Source: an optimization exercise on an open RTL-to-GDS flow (aim: small area and a short achievable clock period). Production flows keep margins and buffers that such runs may drop.

// FFT64
module FFT64 #(
    parameter width = 16
) (
    input                           clk,
    input                           rst_n,
    input                           di_en,
    input       signed  [width-1:0] di_re,
    input       signed  [width-1:0] di_img,
    output reg                      do_en,
    output reg  signed  [width-1:0] do_re,
    output reg  signed  [width-1:0] do_img
);
For scale: ~10,000 cells after synthesis, about 4,100 flip-flops, ~130,000 µm² of cells after synthesis.
clock: 11.0 ns
lec_check: 0
cap_margin: 20
core_margin: 2
core_utilization: 55
slew_margin: 20
synth_hierarchical: 1
synth_minimum_keep_size: 0
standard.sh (not shown) runs the stock make flow with config.mk's settings and CLKGATE_MAP_FILE= SYNTH_SCRIPT=/design/flow/synth_recipe.tcl, a recipe that flattens the netlist after the stock synthesis.
==> flow/flow/run.sh <==
#!/bin/bash
# Layout flow: the standard ORFS flow (standard.sh, unchanged synthesis)
# with these changes to how the layout is made:
#  - timing repair aims at 7.3 ns of setup slack (the clock stays 11 ns),
#  - the port buffers are plain buf_2 cells,
#  - clock-tree sinks are clustered in groups of up to 24 within 100 um.
# The whole output of the flow goes to standard.log in this folder.
bash standard.sh SETUP_SLACK_MARGIN=7.3 \
  "BUFFER_PORTS_ARGS=-buffer_cell sky130_fd_sc_hd__buf_2" \
  CTS_CLUSTER_SIZE=24 CTS_CLUSTER_DIAMETER=100 \
  finish > standard.log 2>&1
The baseline completed with no timing, DRC or antenna violations.
Then changed:
--- a/flow/design.v
+++ b/flow/design.v
@@ -38,44 +38,44 @@
 reg  [15:0] l3_re [0:7];
 reg  [15:0] l3_im [0:7];
 reg  [15:0] o3_re, o3_im;
 reg  [15:0] l4_re [0:3];
 reg  [15:0] l4_im [0:3];
 reg  [15:0] o4_re, o4_im;
 reg  [15:0] l5_re [0:1];
 reg  [15:0] l5_im [0:1];
 reg  [15:0] o5_re, o5_im;
 reg  [15:0] l6_re [0:0];
 reg  [15:0] l6_im [0:0];
-wire [15:0] o6_re, o6_im;
+reg  [15:0] o6_re, o6_im;
 reg  [15:0] ba_re [0:30];
 reg  [15:0] ba_im [0:30];
 reg  [15:0] bb_re [0:13];
 reg  [15:0] bb_im [0:13];
 reg  [15:0] bc_re [0:3];
 reg  [15:0] bc_im [0:3];
 reg        started, f1;
 reg [5:0]  cnt;
 always @(posedge clk or negedge rst_n) begin
     if (!rst_n) begin
         started <= 1'b0;
         cnt     <= 6'd0;
         f1      <= 1'b0;
     end else begin
         started <= started | di_en;
         if (started) cnt <= cnt + 6'd1;
         if (started && cnt == 6'd63) f1 <= 1'b1;
     end
 end
 always @(posedge clk) begin
-    do_en <= rst_n & (do_en | (f1 && cnt == 6'd53));
+    do_en <= rst_n & (do_en | (f1 && cnt == 6'd54));
 end
 reg [15:0] in_re, in_img;
 always @(posedge clk) begin
     in_re  <= di_re;
     in_img <= di_img;
 end
 reg [5:0] c1, c2;
 always @(posedge clk or negedge rst_n) begin
     if (!rst_n) begin
         c1 <= 6'd0;
         c2 <= 6'd1;
@@ -4042,29 +4042,29 @@
 wire g3063 = (bp2966[7] & l6_im[0][7]) | (~bp2966[7] & g3043);
 wire p3064 = ~bp2966[7] & p3044;
 wire g3065 = (bp2966[9] & l6_im[0][9]) | (~bp2966[9] & g3053);
 wire p3066 = ~bp2966[9] & p3054;
 wire g3067 = (bp2966[11] & l6_im[0][11]) | (~bp2966[11] & g3049);
 wire p3068 = ~bp2966[11] & p3050;
 wire g3069 = (bp2966[13] & l6_im[0][13]) | (~bp2966[13] & g3055);
 wire p3070 = ~bp2966[13] & p3056;
 wire [15:0] dif6_im = ~bp2966 ^ {g3047, g3069, g3055, g3067, g3049, g3065, g3053, g3063, g3043, g3061, g3051, g3059, g3035, g3057, g3019, 1'b1};
 always @(posedge clk) begin
     l6_re[0] <= p2_6 ? dif6_re : o5_re;
+    o6_re <= p2_6 ? sum6_re : l6_re[0];
     l6_im[0] <= p2_6 ? dif6_im : o5_im;
+    o6_im <= p2_6 ? sum6_im : l6_im[0];
 end
-assign o6_re = p2_6 ? sum6_re : l6_re[0];
-assign o6_im = p2_6 ? sum6_im : l6_im[0];
-wire [5:0] ua = cnx - 6'd4;
-wire [5:0] ub = cnx - 6'd35;
-wire [5:0] uc = cnx - 6'd49;
+wire [5:0] ua = cnx - 6'd5;
+wire [5:0] ub = cnx - 6'd36;
+wire [5:0] uc = cnx - 6'd50;
 reg sa, sb, sc;
 always @(posedge clk) begin
     sa <= ua[5] & ~ua[0];
     sb <= ub[4] & ~ub[1];
     sc <= uc[3] & ~uc[2];
 end
 wire [15:0] ra_re = sa ? o6_re : ba_re[30];
 wire [15:0] ra_im = sa ? o6_im : ba_im[30];
 wire [15:0] rb_re = sb ? ra_re : bb_re[13];
 wire [15:0] rb_im = sb ? ra_im : bb_im[13];
 wire [15:0] rc_re = sc ? rb_re : bc_re[3];
=> Core utilization climbs by 0.15 points; sequential share of layout area grows by 0.13 points; maximum frequency climbs by 0.75%; design area is higher by 0.53%; die area goes up by 0.57%; sequential cell count rises by 32.
No functional check of the RTL was part of any run of this note.

port drivers added, routing unchanged:
The flow's constraints put no driver on any port. The routed layouts listed below were extracted and timed again, unchanged, in two steps. Step 1 sets driving cells, clkbuf_16 on the clock port and buf_2 on the other inputs (assumed; they add their load-dependent delay and slew). Step 2 also shifts input and output timing later by t, the mid clock arrival at the registers, as if the neighbouring blocks saw the same clock. Slacks: ideal ports / drivers / drivers and shift; pairs: ideal ports / drivers.
run | shift t [ns] | slack for setup (ns) | worst register clock-pin slew, ns
the first run | 0.954 | 7.295 / 7.295 / 7.295 | 0.10 / 0.10
the second run | 0.940 | 7.323 / 7.323 / 7.323 | 0.10 / 0.10
After both steps setup and hold are still met in every run listed.
